Source: an optimization exercise on an open RTL-to-GDS flow (aim: small area and a short achievable clock period). Production flows keep margins and buffers that such runs may drop. At most, simulation tests tie the RTL to the original design; equivalence was not proved.

==> run a <==
==> flow/design.v <==
module div_non_restore_pip #(parameter N = 16) (
	input          clk,
	input  [N-1:0] dividend,
	input  [N-1:0] divisor,
	output [N-1:0] quotient
);
	localparam H = N / 2;
	reg [N-1:0] R0, D0;
	reg [N:0]   R  [1:N-1];
	reg         QB [1:N-1];
	reg [N-1:0] D  [1:N-1];
	reg [N-1:0] Q  [1:N-1];
	reg [N-1:0] QO, QF;
	always @(posedge clk) begin
		R0 <= dividend;
		D0 <= divisor;
	end
	wire [N:0] r1 = {R0, 1'b0} - {1'b0, D0};
	always @(posedge clk) begin
		R[1]  <= r1;
		QB[1] <= ~r1[N];
		D[1]  <= D0;
		Q[1]  <= {N{1'b0}};
	end
	genvar s, j;
	generate
		for (s = 2; s <= N; s = s + 1) begin : stage
			wire        neg = R[s-1][N];
			wire        pos = QB[s-1];
			wire [N:0]  b;
			for (j = 0; j <= N; j = j + 1) begin : op
				wire dj = (j < N) ? D[s-1][j] : 1'b0;
				if (j < H) begin : lo
					assign b[j] = dj ^ pos;
				end else begin : hi
					assign b[j] = ~(dj ^ neg);
				end
			end
			wire [N:0] rn = {R[s-1][N-1:0], 1'b0} + b + {{N{1'b0}}, pos};
			if (s < N) begin : mid
				always @(posedge clk) begin
					R[s]  <= rn;
					QB[s] <= ~rn[N];
					D[s]  <= D[s-1];
					Q[s]  <= {Q[s-1][N-2:0], pos};
				end
			end else begin : last
				always @(posedge clk) begin
					QO <= {Q[N-1][N-3:0], pos, ~rn[N]};
					QF <= QO;
				end
			end
		end
	endgenerate
	assign quotient = QF;
endmodule
==> flow/flow/run.sh <==
#!/bin/bash
# Own flow: the standard layout, with the synthesis's final ABC mapping
# run from flow/abc.script (delay-oriented) instead of ORFS's abc_speed.script,
# and the port buffers made with buf_2 cells.
# flow/make_args, if present, holds extra make variable settings.
set -euo pipefail
W=$(pwd)
export MY_ABC_SCRIPT=$W/flow/abc.script
export MY_ABC_D=${MY_ABC_D:-1000}
export BUFFER_PORTS_ARGS="-buffer_cell sky130_fd_sc_hd__buf_2"
EXTRA=()
if [[ -f flow/make_args ]]; then read -r -a EXTRA < flow/make_args; fi
cat flow/abc_override.tcl synth_recipe.tcl > my_synth.tcl
sed "s#SYNTH_SCRIPT=[^ ]*#SYNTH_SCRIPT=$W/my_synth.tcl#" standard.sh > my_standard.sh
bash my_standard.sh "${EXTRA[@]}" finish > flow.log 2>&1
==> flow/flow/abc.script <==
&get -n
&st
&dch
&nf -p
&put
buffer -p
upsize {D}
dnsize {D}
==> flow/flow/abc_override.tcl <==
# Use our own ABC script and delay target for the final technology mapping
# (the generic abc inside yosys synth is unchanged).
proc abc {args} {
  set here [file dirname [file normalize [info script]]]
  set i [lsearch $args -script]
  if {$i >= 0} { lset args [expr {$i+1}] $::env(MY_ABC_SCRIPT) }
  set i [lsearch $args -D]
  if {$i >= 0} { lset args [expr {$i+1}] $::env(MY_ABC_D) } else { lappend args -D $::env(MY_ABC_D) }
  puts "abc (own script): $args"
  yosys abc {*}$args
}
==> flow/flow/make_args <==
ADDER_MAP_FILE=
==> flow/standard.sh <==
#!/bin/bash
# synth_recipe.tcl (not shown) runs the flow's synth.tcl, then flattens the netlist and writes it again
# the make line also repeats each setting of config.mk as NAME=value (left out here)
make -C /OpenROAD-flow-scripts/flow DESIGN_CONFIG=/design/flow/config.mk WORK_HOME=/design/flow/orfs CLKGATE_MAP_FILE= SYNTH_SCRIPT=/design/flow/synth_recipe.tcl "${@:-finish}"
==> flow/config.mk <==
export PLATFORM = sky130hd
export DESIGN_NAME = div_non_restore_pip
export DESIGN_NICKNAME = div_non_restore_pip
export VERILOG_FILES = /design/flow/design.v
export SDC_FILE = /design/flow/constraint.sdc
export NUM_CORES = 4
export LEC_CHECK = 0
export CAP_MARGIN = 20
export CORE_MARGIN = 2
export CORE_UTILIZATION = 55
export CTS_BUF_LIST = sky130_fd_sc_hd__clkbuf_16
export CTS_CLUSTER_DIAMETER = 80
export CTS_CLUSTER_SIZE = 30
export GPL_ROUTABILITY_DRIVEN = 0
export PLACE_DENSITY = 0.75
export SETUP_SLACK_MARGIN = 2.3
export SLEW_MARGIN = 20
export TNS_END_PERCENT = 25
==> flow/constraint.sdc <==
create_clock -name core_clock -period 4.5 [get_ports {clk}]
set_input_delay 0.9000 -clock core_clock [delete_from_list [all_inputs] [get_ports {clk}]]
set_output_delay 0.9000 -clock core_clock [all_outputs]
set_load 0.01 [all_outputs]
==> inputs of run b, as changes to run a <==
==> flow/design.v, changed modules only <==
module div_non_restore_pip #(parameter N = 16) (
	input          clk,
	input  [N-1:0] dividend,
	input  [N-1:0] divisor,
	output [N-1:0] quotient
);
	reg [N-1:0] R [0:N-1];
	reg [N-1:0] D [0:N-1];
	reg [N-1:0] Q [1:N-1];
	reg [N-1:0] QO, QF;
	always @(posedge clk) begin
		R[0] <= dividend;
		D[0] <= divisor;
	end
	genvar s;
	generate
		for (s = 1; s < N; s = s + 1) begin : stage
			wire [N+1:0] diff = {1'b0, R[s-1], 1'b0} - {2'b00, D[s-1]};
			wire         q    = ~diff[N+1];
			always @(posedge clk) begin
				R[s] <= q ? diff[N-1:0] : {R[s-1][N-2:0], 1'b0};
				D[s] <= D[s-1];
				Q[s] <= (s == 1) ? {{(N-1){1'b0}}, q} : {Q[s-1][N-2:0], q};
			end
		end
	endgenerate
	wire [N+1:0] dlast = {1'b0, R[N-1], 1'b0} - {2'b00, D[N-1]};
	always @(posedge clk) begin
		QO <= {Q[N-1][N-2:0], ~dlast[N+1]};
		QF <= QO;
	end
	assign quotient = QF;
endmodule
==> flow/flow/run.sh (replaced) <==
#!/bin/bash
# Own flow: the standard layout, with the synthesis's final ABC mapping
# run from flow/abc.script (delay-oriented) instead of ORFS's abc_speed.script.
set -euo pipefail
W=$(pwd)
export MY_ABC_SCRIPT=$W/flow/abc.script
export MY_ABC_D=${MY_ABC_D:-1000}
cat flow/abc_override.tcl synth_recipe.tcl > my_synth.tcl
sed "s#SYNTH_SCRIPT=[^ ]*#SYNTH_SCRIPT=$W/my_synth.tcl#" standard.sh > my_standard.sh
bash my_standard.sh > flow.log 2>&1
- CORE_UTILIZATION: 55 -> 70
- CTS_BUF_LIST: sky130_fd_sc_hd__clkbuf_16 -> default
- CTS_CLUSTER_DIAMETER: 80 -> default
- CTS_CLUSTER_SIZE: 30 -> default
- GPL_ROUTABILITY_DRIVEN: 0 -> default
- PLACE_DENSITY: 0.75 -> 0.85
- TNS_END_PERCENT: 25 -> 100
removed: flow/flow/make_args
==> inputs of run c, as changes to run a <==
==> flow/design.v, changed modules only <==
module div_non_restore_pip #(parameter N = 16) (
	input          clk,
	input  [N-1:0] dividend,
	input  [N-1:0] divisor,
	output [N-1:0] quotient
);
	reg [N-1:0] R [0:N-1];
	reg [N-1:0] D [0:N-1];
	reg [N-1:0] Q [1:N-1];
	reg [N-1:0] QO, QF;
	always @(posedge clk) begin
		R[0] <= dividend;
		D[0] <= divisor;
	end
	genvar s;
	generate
		for (s = 1; s < N; s = s + 1) begin : stage
			wire [N+1:0] diff = {1'b0, R[s-1], 1'b0} - {2'b00, D[s-1]};
			wire         q    = ~diff[N+1];
			always @(posedge clk) begin
				R[s] <= q ? diff[N-1:0] : {R[s-1][N-2:0], 1'b0};
				D[s] <= D[s-1];
				Q[s] <= (s == 1) ? {{(N-1){1'b0}}, q} : {Q[s-1][N-2:0], q};
			end
		end
	endgenerate
	wire [N+1:0] dlast = {1'b0, R[N-1], 1'b0} - {2'b00, D[N-1]};
	always @(posedge clk) begin
		QO <= {Q[N-1][N-2:0], ~dlast[N+1]};
		QF <= QO;
	end
	assign quotient = QF;
endmodule
==> flow/run.sh (new file) <==
#!/bin/bash
# synth_recipe.tcl (not shown) runs the flow's synth.tcl, then flattens the netlist and writes it again
# the make line also repeats each setting of config.mk as NAME=value (left out here)
make -C /OpenROAD-flow-scripts/flow DESIGN_CONFIG=/design/flow/config.mk WORK_HOME=/design/flow/orfs CLKGATE_MAP_FILE= SYNTH_SCRIPT=/design/flow/synth_recipe.tcl finish
- CORE_UTILIZATION: 55 -> 40
- CTS_BUF_LIST: sky130_fd_sc_hd__clkbuf_16 -> default
- CTS_CLUSTER_DIAMETER: 80 -> default
- CTS_CLUSTER_SIZE: 30 -> default
- GPL_ROUTABILITY_DRIVEN: 0 -> default
- PLACE_DENSITY: 0.75 -> default
- SETUP_SLACK_MARGIN: 2.3 -> 2.0
- TNS_END_PERCENT: 25 -> default
removed: flow/flow/run.sh
removed: flow/flow/abc.script
removed: flow/flow/abc_override.tcl
removed: flow/flow/make_args
removed: flow/standard.sh
==> results.txt <==
| item | run b | run c | run a |
|---|---|---|---|
| Met1 Usage GRT | 40.70% | 17.52% | 29.55% |
| Detailed Route Iter0 Violations | 3205 | 902 | 1298 |
| Ratio of final minimum period to clock period | 68.34% | 59.89% | 50.07% |
| Status | complete, no violations | complete, no violations | complete, no violations |
| Overall die area | 0.04134 sq mm | 0.07115 sq mm | 0.05098 sq mm |
| R2R Path Start | D[10][0] | D[1][1] | D[6][6] |
| Count of non-CTS inverters in the layout | 285 | 328 | 9 |
| Sink of the worst hold path | D[14][3] | Q[14][7] | Q[10][4] |
| Num CTS Buffers | 61 | 71 | 28 |
| Setup fix buffers added after clock tree synthesis | 69 | 107 | 1 |
| Well tap count | 525 | 882 | 664 |
| Non-clk buf share | 4.807% | 6.769% | 0.9471% |
| Basic-gate share of the synthesized area counting and, or, nand and nor cells | 10.15% | 8.537% | 9.944% |
| Cell variety after synth | 37 | 70 | 69 |

==> try-xenon: inputs <==
Starts from the design.v that is shown in full above.
==> flow/config.mk <==
export PLATFORM = sky130hd
export DESIGN_NAME = div_non_restore_pip
export DESIGN_NICKNAME = div_non_restore_pip
export VERILOG_FILES = /design/flow/design.v
export SDC_FILE = /design/flow/constraint.sdc
export NUM_CORES = 4
export LEC_CHECK = 0
export CAP_MARGIN = 20
export CORE_MARGIN = 2
export CORE_UTILIZATION = 58
export CTS_BUF_LIST = sky130_fd_sc_hd__clkbuf_16
export CTS_CLUSTER_DIAMETER = 80
export CTS_CLUSTER_SIZE = 30
export GPL_ROUTABILITY_DRIVEN = 0
export PLACE_DENSITY = 0.75
export SETUP_SLACK_MARGIN = 2.3
export SLEW_MARGIN = 20
export TNS_END_PERCENT = 50
==> flow/constraint.sdc <==
create_clock -name core_clock -period 4.5 [get_ports {clk}]
set_input_delay 0.9000 -clock core_clock [delete_from_list [all_inputs] [get_ports {clk}]]
set_output_delay 0.9000 -clock core_clock [all_outputs]
set_load 0.01 [all_outputs]
standard.sh (not shown) runs the stock make flow with config.mk's settings and CLKGATE_MAP_FILE= SYNTH_SCRIPT=/design/flow/synth_recipe.tcl, a recipe that flattens the netlist after the stock synthesis.
==> flow/flow/run.sh <==
#!/bin/bash
# Own flow: the standard layout, with the synthesis's final ABC mapping
# run from flow/abc.script (delay-oriented) instead of ORFS's abc_speed.script,
# and the port buffers made with buf_2 cells.
# flow/make_args, if present, holds extra make variable settings.
set -euo pipefail
W=$(pwd)
export MY_ABC_SCRIPT=$W/flow/abc.script
export MY_ABC_D=${MY_ABC_D:-1000}
export BUFFER_PORTS_ARGS="-buffer_cell sky130_fd_sc_hd__buf_2"
EXTRA=()
if [[ -f flow/make_args ]]; then read -r -a EXTRA < flow/make_args; fi
cat flow/abc_override.tcl synth_recipe.tcl > my_synth.tcl
sed "s#SYNTH_SCRIPT=[^ ]*#SYNTH_SCRIPT=$W/my_synth.tcl#" standard.sh > my_standard.sh
bash my_standard.sh "${EXTRA[@]}" finish > flow.log 2>&1
==> flow/flow/abc.script <==
&get -n
&st
&dch
&nf -p
&put
buffer -p
upsize {D}
dnsize {D}
==> flow/flow/abc_override.tcl <==
# Use our own ABC script and delay target for the final technology mapping
# (the generic abc inside yosys synth is unchanged).
proc abc {args} {
  set here [file dirname [file normalize [info script]]]
  set i [lsearch $args -script]
  if {$i >= 0} { lset args [expr {$i+1}] $::env(MY_ABC_SCRIPT) }
  set i [lsearch $args -D]
  if {$i >= 0} { lset args [expr {$i+1}] $::env(MY_ABC_D) } else { lappend args -D $::env(MY_ABC_D) }
  puts "abc (own script): $args"
  yosys abc {*}$args
}
==> flow/flow/make_args <==
ADDER_MAP_FILE=
==> inputs of try-harbor, as changes to try-xenon <==
==> flow/flow/run.sh (replaced) <==
#!/bin/bash
# Own flow: the standard layout, with the synthesis's final ABC mapping
# run from flow/abc.script (delay-oriented) instead of ORFS's abc_speed.script.
# flow/make_args, if present, holds extra make variable settings.
set -euo pipefail
W=$(pwd)
export MY_ABC_SCRIPT=$W/flow/abc.script
export MY_ABC_D=${MY_ABC_D:-1000}
EXTRA=()
if [[ -f flow/make_args ]]; then read -r -a EXTRA < flow/make_args; fi
cat flow/abc_override.tcl synth_recipe.tcl > my_synth.tcl
sed "s#SYNTH_SCRIPT=[^ ]*#SYNTH_SCRIPT=$W/my_synth.tcl#" standard.sh > my_standard.sh
bash my_standard.sh "${EXTRA[@]}" finish > flow.log 2>&1
Settings changed: CORE_UTILIZATION 58 to 55, CTS_BUF_LIST sky130_fd_sc_hd__clkbuf_16 to not set, CTS_CLUSTER_DIAMETER 80 to not set, CTS_CLUSTER_SIZE 30 to not set, GPL_ROUTABILITY_DRIVEN 0 to not set, SETUP_SLACK_MARGIN 2.3 to 2.5, TNS_END_PERCENT 50 to not set.
==> inputs of try-amber, as changes to try-xenon <==
Settings changed: CORE_UTILIZATION 58 to 50, PLACE_DENSITY 0.75 to 0.7.
==> inputs of try-yarrow, as changes to try-xenon <==
==> flow/design.v, changed modules only <==
module nr_step (
	input  [15:0] R,
	input         neg,
	input         pos,
	input  [15:0] D,
	output [16:0] Rn
);
	wire [16:0] a = {R, 1'b0};
	wire [16:0] b;
	genvar j, l;
	generate
		for (j = 0; j <= 16; j = j + 1) begin : op
			if (j < 8) begin : lo
				assign b[j] = D[j] ^ pos;
			end else if (j < 16) begin : hi
				assign b[j] = ~(D[j] ^ neg);
			end else begin : top
				assign b[j] = ~neg;
			end
		end
	endgenerate
	wire [15:0] p, g;
	assign p[0] = 1'b0;
	assign g[0] = pos & ~D[0];
	generate
		for (j = 1; j < 16; j = j + 1) begin : pg
			assign p[j] = a[j] ^ b[j];
			assign g[j] = a[j] & b[j];
		end
	endgenerate
	wire [15:0] G [0:4];
	wire [15:0] P [0:4];
	assign G[0] = g;
	assign P[0] = p;
	generate
		for (l = 0; l < 4; l = l + 1) begin : lvl
			for (j = 0; j < 16; j = j + 1) begin : node
				if ((j >> l) % 2 == 1) begin : comb
					assign G[l+1][j] = G[l][j] | (P[l][j] & G[l][((j >> l) << l) - 1]);
					assign P[l+1][j] = P[l][j] & P[l][((j >> l) << l) - 1];
				end else begin : pass
					assign G[l+1][j] = G[l][j];
					assign P[l+1][j] = P[l][j];
				end
			end
		end
	endgenerate
	assign Rn[0] = D[0];
	generate
		for (j = 1; j <= 16; j = j + 1) begin : sum
			assign Rn[j] = a[j] ^ b[j] ^ G[4][j-1];
		end
	endgenerate
endmodule
module div_non_restore_pip #(parameter N = 16) (
	input          clk,
	input  [N-1:0] dividend,
	input  [N-1:0] divisor,
	output [N-1:0] quotient
);
	reg [N-1:0] R0, D0;
	reg [N:0]   R  [1:N-1];
	reg         QB [1:N-1];
	reg [N-1:0] D  [1:N-1];
	reg [N-1:0] Q  [1:N-1];
	reg [N-1:0] QO, QF;
	always @(posedge clk) begin
		R0 <= dividend;
		D0 <= divisor;
	end
	wire [N:0] r1;
	nr_step u_first (.R(R0), .neg(1'b0), .pos(1'b1), .D(D0), .Rn(r1));
	always @(posedge clk) begin
		R[1]  <= r1;
		QB[1] <= ~r1[N];
		D[1]  <= D0;
		Q[1]  <= {N{1'b0}};
	end
	genvar s;
	generate
		for (s = 2; s <= N; s = s + 1) begin : stage
			wire [N:0] rn;
			nr_step u_step (.R(R[s-1][N-1:0]), .neg(R[s-1][N]), .pos(QB[s-1]),
			                .D(D[s-1]), .Rn(rn));
			if (s < N) begin : mid
				always @(posedge clk) begin
					R[s]  <= rn;
					QB[s] <= ~rn[N];
					D[s]  <= D[s-1];
					Q[s]  <= {Q[s-1][N-2:0], QB[s-1]};
				end
			end else begin : last
				always @(posedge clk) begin
					QO <= {Q[N-1][N-3:0], QB[N-1], ~rn[N]};
					QF <= QO;
				end
			end
		end
	endgenerate
	assign quotient = QF;
endmodule
Settings changed: CORE_UTILIZATION 58 to 55.
==> impl_metrics.ini <==
[status]
outcome = complete, no violations

[global_route]
first_global_vias = 19000

[synth]
ys_types = 69
synth-adder-area-share_pct = 0.310

[final_layout]
seqCellArea_sq_um = 13700
layout.cells.non_filler = 3685
synthToLayoutAreaGrowth_pct = 36.5
utilization_pct = 75.8

[clock_network]
numCtsBuffers = 69

[route]
dr_total_vias = 20100
The numbers above come from try-harbor.

==> impl_metrics.ini <==
[global_route]
first_global_vias = 17900

[status]
outcome = complete, no violations

[clock_network]
numCtsBuffers = 30

[final_layout]
utilization_pct = 64.7

[synth]
ys_types = 69
synth-adder-area-share_pct = 0.310

[route]
dr_total_vias = 18100
The numbers above come from try-xenon.

==> impl_metrics.ini <==
[global_route]
first_global_vias = 15800

[final_layout]
synthToLayoutAreaGrowth_pct = 17.7

[status]
outcome = complete, no violations

[route]
dr_total_vias = 15900

[synth]
ys_types = 63
synth_area_leaders = dfxtp_1, xnor2_1, xor2_1

[clock_network]
numCtsBuffers = 29
The numbers above come from try-yarrow.

==> impl_metrics.ini <==
[final_layout]
layout.cells.non_filler = 3452
seqCellArea_sq_um = 13600

[status]
outcome = complete, no violations

[clock_network]
numCtsBuffers = 29

[route]
dr_total_vias = 17900

[synth]
ys_types = 69
The numbers above come from try-amber.

No functional check of the RTL was part of try-yarrow.

## what the ideal ports hide
In the flow no input, the clock included, has a driving cell. The finished layouts below were timed again as built, in two steps. Step 1 (the two cells are an assumption about what drives the block):
set clk [get_ports {clk}]
set_driving_cell -lib_cell sky130_fd_sc_hd__clkbuf_16 $clk
set_driving_cell -lib_cell sky130_fd_sc_hd__buf_2 [delete_from_list [all_inputs] $clk]
Step 2, shift: input delay + t, output delay - t, t = (earliest + latest rising clock arrival at the registers) / 2. This alone moves slack from input paths to output paths. Three values: no drivers, after step 1, after step 2; two values: the first two.
run	t, ns	slack for setup (ns)	worst hold slack (ns)	latest minus earliest clock arrival (ns)	worst register clock-pin slew, ns
run a	0.662	2.247 / 2.247 / 2.247	0.335 / 0.334 / 0.335	0.029 / 0.030	0.11 / 0.11
run b	0.726	1.425 / 1.425 / 1.425	0.296 / 0.296 / 0.296	0.062 / 0.062	0.09 / 0.09
run c	0.655	1.805 / 1.805 / 1.805	0.317 / 0.317 / 0.317	0.028 / 0.029	0.06 / 0.06
try-xenon	0.657	2.277 / 2.277 / 2.277	0.327 / 0.327 / 0.327	0.019 / 0.019	0.11 / 0.11
try-harbor	0.674	2.329 / 2.329 / 2.329	0.312 / 0.312 / 0.312	0.029 / 0.029	0.07 / 0.07
try-amber	0.675	2.233 / 2.233 / 2.233	0.334 / 0.326 / 0.334	0.033 / 0.032	0.11 / 0.11
try-yarrow	0.659	2.168 / 2.168 / 2.168	0.328 / 0.328 / 0.328	0.054 / 0.054	0.11 / 0.11
After both steps setup and hold are still met in every run listed.
